This design comes from an exercise in tuning for small area on the open sky130 flow, not from production work. Only simulation tests tie the RTL to the original design; equivalence was not proved. Power is estimated from default activity; no workload was simulated.

// STOPWATCH
module STOPWATCH(in_clk, reset, start, up, plus_min2, speedup, slowdown, out_S0, out_S1, out_M0, out_M1);
For scale: ~230 cells after synthesis, roughly 30 flip-flops, ~35 I/O pins, ~0.0018 mm2 of cells after synthesis.
==> flow/config.mk <==
export PLATFORM = sky130hd
export DESIGN_NAME = STOPWATCH
export DESIGN_NICKNAME = STOPWATCH
export VERILOG_FILES = /design/flow/design.v
export SDC_FILE = /design/flow/constraint.sdc
export NUM_CORES = 4
export LEC_CHECK = 0
export CAP_MARGIN = 20
export CORE_MARGIN = 2
export CORE_UTILIZATION = 40
export CTS_BUF_LIST = sky130_fd_sc_hd__clkbuf_8
export CTS_CLUSTER_DIAMETER = 500
export CTS_CLUSTER_SIZE = 30
export SLEW_MARGIN = 20
==> flow/constraint.sdc <==
create_clock -name core_clock -period 10.0 [get_ports {in_clk}]
set_input_delay 2.0000 -clock core_clock [delete_from_list [all_inputs] [get_ports {in_clk}]]
set_output_delay 2.0000 -clock core_clock [all_outputs]
set_load 0.01 [all_outputs]
standard.sh (not shown) runs the stock make flow with config.mk's settings and CLKGATE_MAP_FILE= SYNTH_SCRIPT=/design/flow/synth_recipe.tcl, a recipe that flattens the netlist after the stock synthesis.
==> flow/flow/run.sh <==
#!/bin/bash
# Own layout flow: the standard layout (standard.sh), with three changes:
#  - synthesis is synth_recipe.tcl with ABC's mapping script replaced by flow/abc_area.script
#    (an area-oriented script); the flip-flop mapping and register names are the standard
#    synthesis's, unchanged;
#  - the input and output port buffers are sky130_fd_sc_hd__buf_1;
#  - no adder extraction (ADDER_MAP_FILE empty): ABC maps all the logic.
# Each tool's output goes to orfs/logs/ as in the standard flow; make's output to flow_make.log.
set -euo pipefail
W=$PWD
# synthesis script: synth_recipe.tcl with an abc wrapper after its first line
{
  head -n 1 synth_recipe.tcl
  cat <<'T'
proc abc {args} {
  set i [lsearch -exact $args -script]
  if { $i >= 0 } { lset args [expr {$i + 1}] $::env(MY_ABC_SCRIPT) }
  set j [lsearch -exact $args -D]
  if { $j >= 0 } { set args [lreplace $args $j [expr {$j + 1}]] }
  puts "abc with the area script: $args"
  yosys abc {*}$args
}
T
  tail -n +2 synth_recipe.tcl
} > my_synth.tcl
# standard.sh with that synthesis script and the port buffer cell
sed -e "s#SYNTH_SCRIPT=[^ ]*synth_recipe.tcl#SYNTH_SCRIPT=$W/my_synth.tcl MY_ABC_SCRIPT=$W/flow/abc_area.script 'BUFFER_PORTS_ARGS=-buffer_cell sky130_fd_sc_hd__buf_1' ADDER_MAP_FILE=#" standard.sh > my_standard.sh
grep -q "my_synth.tcl" my_standard.sh
bash my_standard.sh finish > flow_make.log 2>&1
test -s out/final.def
==> flow/flow/abc_area.script <==
strash; &get -n; &deepsyn -T 20; &put; balance -l; resub -K 6 -l; rewrite -l; resub -K 6 -N 2 -l; refactor -l; resub -K 8 -l; balance -l; resub -K 8 -N 2 -l; rewrite -l; resub -K 10 -l; rewrite -z -l; resub -K 10 -N 2 -l; balance -l; resub -K 12 -l; refactor -z -l; resub -K 12 -N 2 -l; rewrite -z -l; balance -l; &get -n; &dch -f; &nf -a -R 1000; &put
Change:
--- a/flow/config.mk
+++ b/flow/config.mk
@@ -10,5 +10,3 @@
 export CORE_UTILIZATION = 40
-export CTS_BUF_LIST = sky130_fd_sc_hd__clkbuf_8
-export CTS_CLUSTER_DIAMETER = 500
-export CTS_CLUSTER_SIZE = 30
+export CTS_BUF_LIST = sky130_fd_sc_hd__clkbuf_2 sky130_fd_sc_hd__clkbuf_4
 export SLEW_MARGIN = 20
=> The new run produced a clean layout. Power fell by about 7%. Sequential share of layout area increases by 0.68 points. Worst setup slack improves by 0.017 ns. Clock skew came out higher by 0.0032 ns. Sequential power hardly moves. Via count barely changes. Cell count does not change.

========
Starting RTL as in the previous note.
==> flow/design.v (excerpt) <==
module STOPWATCH(in_clk, reset, start, up, plus_min2, speedup, slowdown, out_S0, out_S1, out_M0, out_M1);
export LEC_CHECK = 0
export CAP_MARGIN = 20
export CORE_MARGIN = 2
export CORE_UTILIZATION = 40
export CTS_BUF_LIST = sky130_fd_sc_hd__clkbuf_2 sky130_fd_sc_hd__clkbuf_4
export SLEW_MARGIN = 20
create_clock -name core_clock -period 10.0 [get_ports {in_clk}]
==> flow/flow/run.sh <==
#!/bin/bash
# Own layout flow: the standard layout (standard.sh), with three changes:
#  - synthesis is synth_recipe.tcl with ABC's mapping script replaced by flow/abc_area.script
#    (an area-oriented script); the flip-flop mapping and register names are the standard
#    synthesis's, unchanged;
#  - the input and output port buffers are sky130_fd_sc_hd__buf_1;
#  - no adder extraction (ADDER_MAP_FILE empty): ABC maps all the logic.
# Each tool's output goes to orfs/logs/ as in the standard flow; make's output to flow_make.log.
set -euo pipefail
W=$PWD
# synthesis script: synth_recipe.tcl with an abc wrapper after its first line
{
  head -n 1 synth_recipe.tcl
  cat <<'T'
proc abc {args} {
  set i [lsearch -exact $args -script]
  if { $i >= 0 } { lset args [expr {$i + 1}] $::env(MY_ABC_SCRIPT) }
  set j [lsearch -exact $args -D]
  if { $j >= 0 } { set args [lreplace $args $j [expr {$j + 1}]] }
  puts "abc with the area script: $args"
  yosys abc {*}$args
}
T
  tail -n +2 synth_recipe.tcl
} > my_synth.tcl
# standard.sh with that synthesis script and the port buffer cell
sed -e "s#SYNTH_SCRIPT=[^ ]*synth_recipe.tcl#SYNTH_SCRIPT=$W/my_synth.tcl MY_ABC_SCRIPT=$W/flow/abc_area.script 'BUFFER_PORTS_ARGS=-buffer_cell sky130_fd_sc_hd__buf_1' ADDER_MAP_FILE=#" standard.sh > my_standard.sh
grep -q "my_synth.tcl" my_standard.sh
# optional clock tree arguments
if [[ -f flow/cts_args.txt ]]; then
  sed -i -e "s#ADDER_MAP_FILE=#ADDER_MAP_FILE= 'CTS_ARGS=$(cat flow/cts_args.txt)'#" my_standard.sh
fi
bash my_standard.sh finish > flow_make.log 2>&1
test -s out/final.def
==> flow/flow/cts_args.txt <==
-buf_list sky130_fd_sc_hd__clkbuf_8 -root_buf sky130_fd_sc_hd__clkbuf_8 -sink_clustering_enable -sink_clustering_size 30 -sink_clustering_max_diameter 1000 -sink_clustering_levels 1 -repair_clock_nets
Scripts as last shown in full above: flow/flow/abc_area.script
Then changed:
==> flow/flow/abc_area.script (replaced) <==
strash; &get -n; &deepsyn -J 200 -S 2 -T 100; &put; balance -l; resub -K 6 -l; rewrite -l; resub -K 6 -N 2 -l; refactor -l; resub -K 8 -l; balance -l; resub -K 8 -N 2 -l; rewrite -l; resub -K 10 -l; rewrite -z -l; resub -K 10 -N 2 -l; balance -l; resub -K 12 -l; refactor -z -l; resub -K 12 -N 2 -l; rewrite -z -l; balance -l; &get -n; &dch -f; &nf -a -R 1000; &put
removed: flow/flow/cts_args.txt
=>
- The changed run went through all stages and came out clean
- non-clock buffer count does not change
- total power drops by 21%
- die area grows by 1.4%
- critical path depth increases by 2
- worst hold slack degrades by 0.014 ns
Then changed:
CORE_UTILIZATION = 60   (was 40)
What happened: Hold slack improved by 0.017 ns; first-iteration DRC count is lower by roughly a tenth; setup slack gains 0.034 ns; fmax goes up slightly; die area is lower by a quarter to a third; total power went down slightly.

========
== run 1 ==
Another version of the RTL of STOPWATCH (not shown whole).
Size: ~250 cells after synthesis, about 30 flip-flops, roughly 35 I/O pins, roughly 0.0019 mm² of cells after synthesis.
// STOPWATCH
module STOPWATCH(in_clk, reset, start, up, plus_min2, speedup, slowdown, out_S0, out_S1, out_M0, out_M1);
clock: 10.0 ns
lec_check: 0
cap_margin: 20
core_margin: 2
core_utilization: 40
cts_buf_list: sky130_fd_sc_hd__clkbuf_2 sky130_fd_sc_hd__clkbuf_4
slew_margin: 20
==> flow/flow/run.sh <==
#!/bin/bash
# Own layout flow: the standard layout (standard.sh), with two changes:
#  - synthesis is synth_recipe.tcl with ABC's mapping script replaced by flow/abc_area.script
#    (an area-oriented script); everything before ABC, including the flip-flop mapping and
#    register names, is the standard synthesis unchanged;
#  - the input and output port buffers are sky130_fd_sc_hd__buf_1.
# Each tool's output goes to orfs/logs/ as in the standard flow; make's output to flow_make.log.
set -euo pipefail
W=$PWD
# synthesis script: synth_recipe.tcl with an abc wrapper after its first line
{
  head -n 1 synth_recipe.tcl
  cat <<'T'
proc abc {args} {
  set i [lsearch -exact $args -script]
  if { $i >= 0 } { lset args [expr {$i + 1}] $::env(MY_ABC_SCRIPT) }
  set j [lsearch -exact $args -D]
  if { $j >= 0 } { set args [lreplace $args $j [expr {$j + 1}]] }
  puts "abc with the area script: $args"
  yosys abc {*}$args
}
T
  tail -n +2 synth_recipe.tcl
} > my_synth.tcl
# standard.sh with that synthesis script and the port buffer cell
sed -e "s#SYNTH_SCRIPT=[^ ]*synth_recipe.tcl#SYNTH_SCRIPT=$W/my_synth.tcl MY_ABC_SCRIPT=$W/flow/abc_area.script 'BUFFER_PORTS_ARGS=-buffer_cell sky130_fd_sc_hd__buf_1'#" standard.sh > my_standard.sh
grep -q "my_synth.tcl" my_standard.sh
bash my_standard.sh finish > flow_make.log 2>&1
test -s out/final.def
==> flow/flow/abc_area.script <==
strash; &get -n; &deepsyn -T 20; &put; balance -l; resub -K 6 -l; rewrite -l; resub -K 6 -N 2 -l; refactor -l; resub -K 8 -l; balance -l; resub -K 8 -N 2 -l; rewrite -l; resub -K 10 -l; rewrite -z -l; resub -K 10 -N 2 -l; balance -l; resub -K 12 -l; refactor -z -l; resub -K 12 -N 2 -l; rewrite -z -l; balance -l; &get -n; &dch -f; &nf -a -R 1000; &put
Run 1 completed end to end with timing, DRC and antenna clean.
## Diff of input files: run 2 against run 1
- CTS_CLUSTER_SIZE newly set to 30
- CTS_CLUSTER_DIAMETER newly set to 200
- CTS_BUF_LIST changed from sky130_fd_sc_hd__clkbuf_2 sky130_fd_sc_hd__clkbuf_4 to sky130_fd_sc_hd__clkbuf_4 sky130_fd_sc_hd__clkbuf_8 sky130_fd_sc_hd__clkbuf_16
--- outcome ---
Compared with run 1, run 2 shows a higher met2 demand-to-capacity share in global routing.
Final net count came out exactly the same in run 2 and run 1.
~same worst stage delay on the critical path in run 2 and run 1
Comparing run 2 and run 1, the lower share of cell area taken by flip-flops and latches was measured on run 2.
Compared with run 1, run 2 shows a higher fraction of power consumed by the clock network.
Compare run 2 and run 1 | amount of wire on met2 after detailed routing higher: run 2
Hold-fix buffer count after cts: run 2 vs run 1 — no meaningful difference
Diff run 1 -> run 2: final critical-path required period shows an increase of 0.012 ns; final setup slack of the worst path fell by 0.012 ns; switching part of the total power saw a decrease.
What run 3 does differently from run 2 at the input level:
- CTS_BUF_LIST: sky130_fd_sc_hd__clkbuf_4 sky130_fd_sc_hd__clkbuf_8 sky130_fd_sc_hd__clkbuf_16 -> sky130_fd_sc_hd__clkbuf_2 sky130_fd_sc_hd__clkbuf_4
- CTS_CLUSTER_SIZE: 30 -> unset
- CTS_CLUSTER_DIAMETER: 200 -> unset
==> flow/flow/abc_area.script <==
strash; &get -n; &deepsyn -T 20; &put; balance -l; resub -K 6 -l; rewrite -l; resub -K 6 -N 2 -l; refactor -l; resub -K 8 -l; balance -l; resub -K 8 -N 2 -l; rewrite -l; resub -K 10 -l; rewrite -z -l; resub -K 10 -N 2 -l; balance -l; resub -K 12 -l; refactor -z -l; resub -K 12 -N 2 -l; rewrite -z -l; balance -l; dch -f; map -a
For final area, run 2 and run 3 come out practically identical. Comparing run 3 against run 2, there is no change at all in number of diodes. Delta (run 3 minus run 2): simple-gate share of the synthesized area went down by 2.4 points; clock slew at the register clock pins of the worst setup and hold paths now larger.

-- afterwards: timing with drivers on the ports --
Ports are ideal in the flow. The routed layouts listed here were re-timed in OpenROAD.
Step 1 assumes that a clkbuf_16 drives the clock port and a buf_2 every other input.
Step 2, shift: input delay + t, output delay - t, t = (earliest + latest rising clock arrival at the registers) / 2. This alone moves slack from input paths to output paths.
a / b / c = ideal ports / drivers / drivers and shift; a / b = the first two.
| run | t (ns) | setup slack, ns | worst setup path at the end | latest minus earliest clock arrival (ns) | pins driven straight from the clock port |
|---|---|---|---|---|---|
| the first run of note 1 | 0.297 | 3.672 / 3.652 / 3.652 | input to output | 0.003 / 0.002 | 1 |
| the second run of note 1 | 0.343 | 3.689 / 3.668 / 3.668 | input to output | 0.006 / 0.006 | 1 |
| the first run of note 2 | 0.297 | 3.672 / 3.652 / 3.652 | input to output | 0.003 / 0.002 | 1 |
| the second run of note 2 | 0.361 | 3.581 / 3.560 / 3.560 | input to output | 0.017 / 0.016 | 1 |
| the third run of note 2 | 0.347 | 3.614 / 3.592 / 3.592 | input to output | 0.005 / 0.006 | 1 |
| run 1 | 0.339 | 3.844 / 3.821 / 3.821 | input to output | 0.005 / 0.005 | 1 |
| run 2 | 0.303 | 3.831 / 3.809 / 3.809 | input to output | 0.003 / 0.003 | 1 |
| run 3 | 0.351 | 3.659 / 3.633 / 3.633 | input to output | 0.012 / 0.012 | 1 |
After both steps setup and hold are still met in every run listed. For run 3, which loses most, drivers alone change the setup slack by -0.026 ns; drivers and shift together by -0.026 ns.
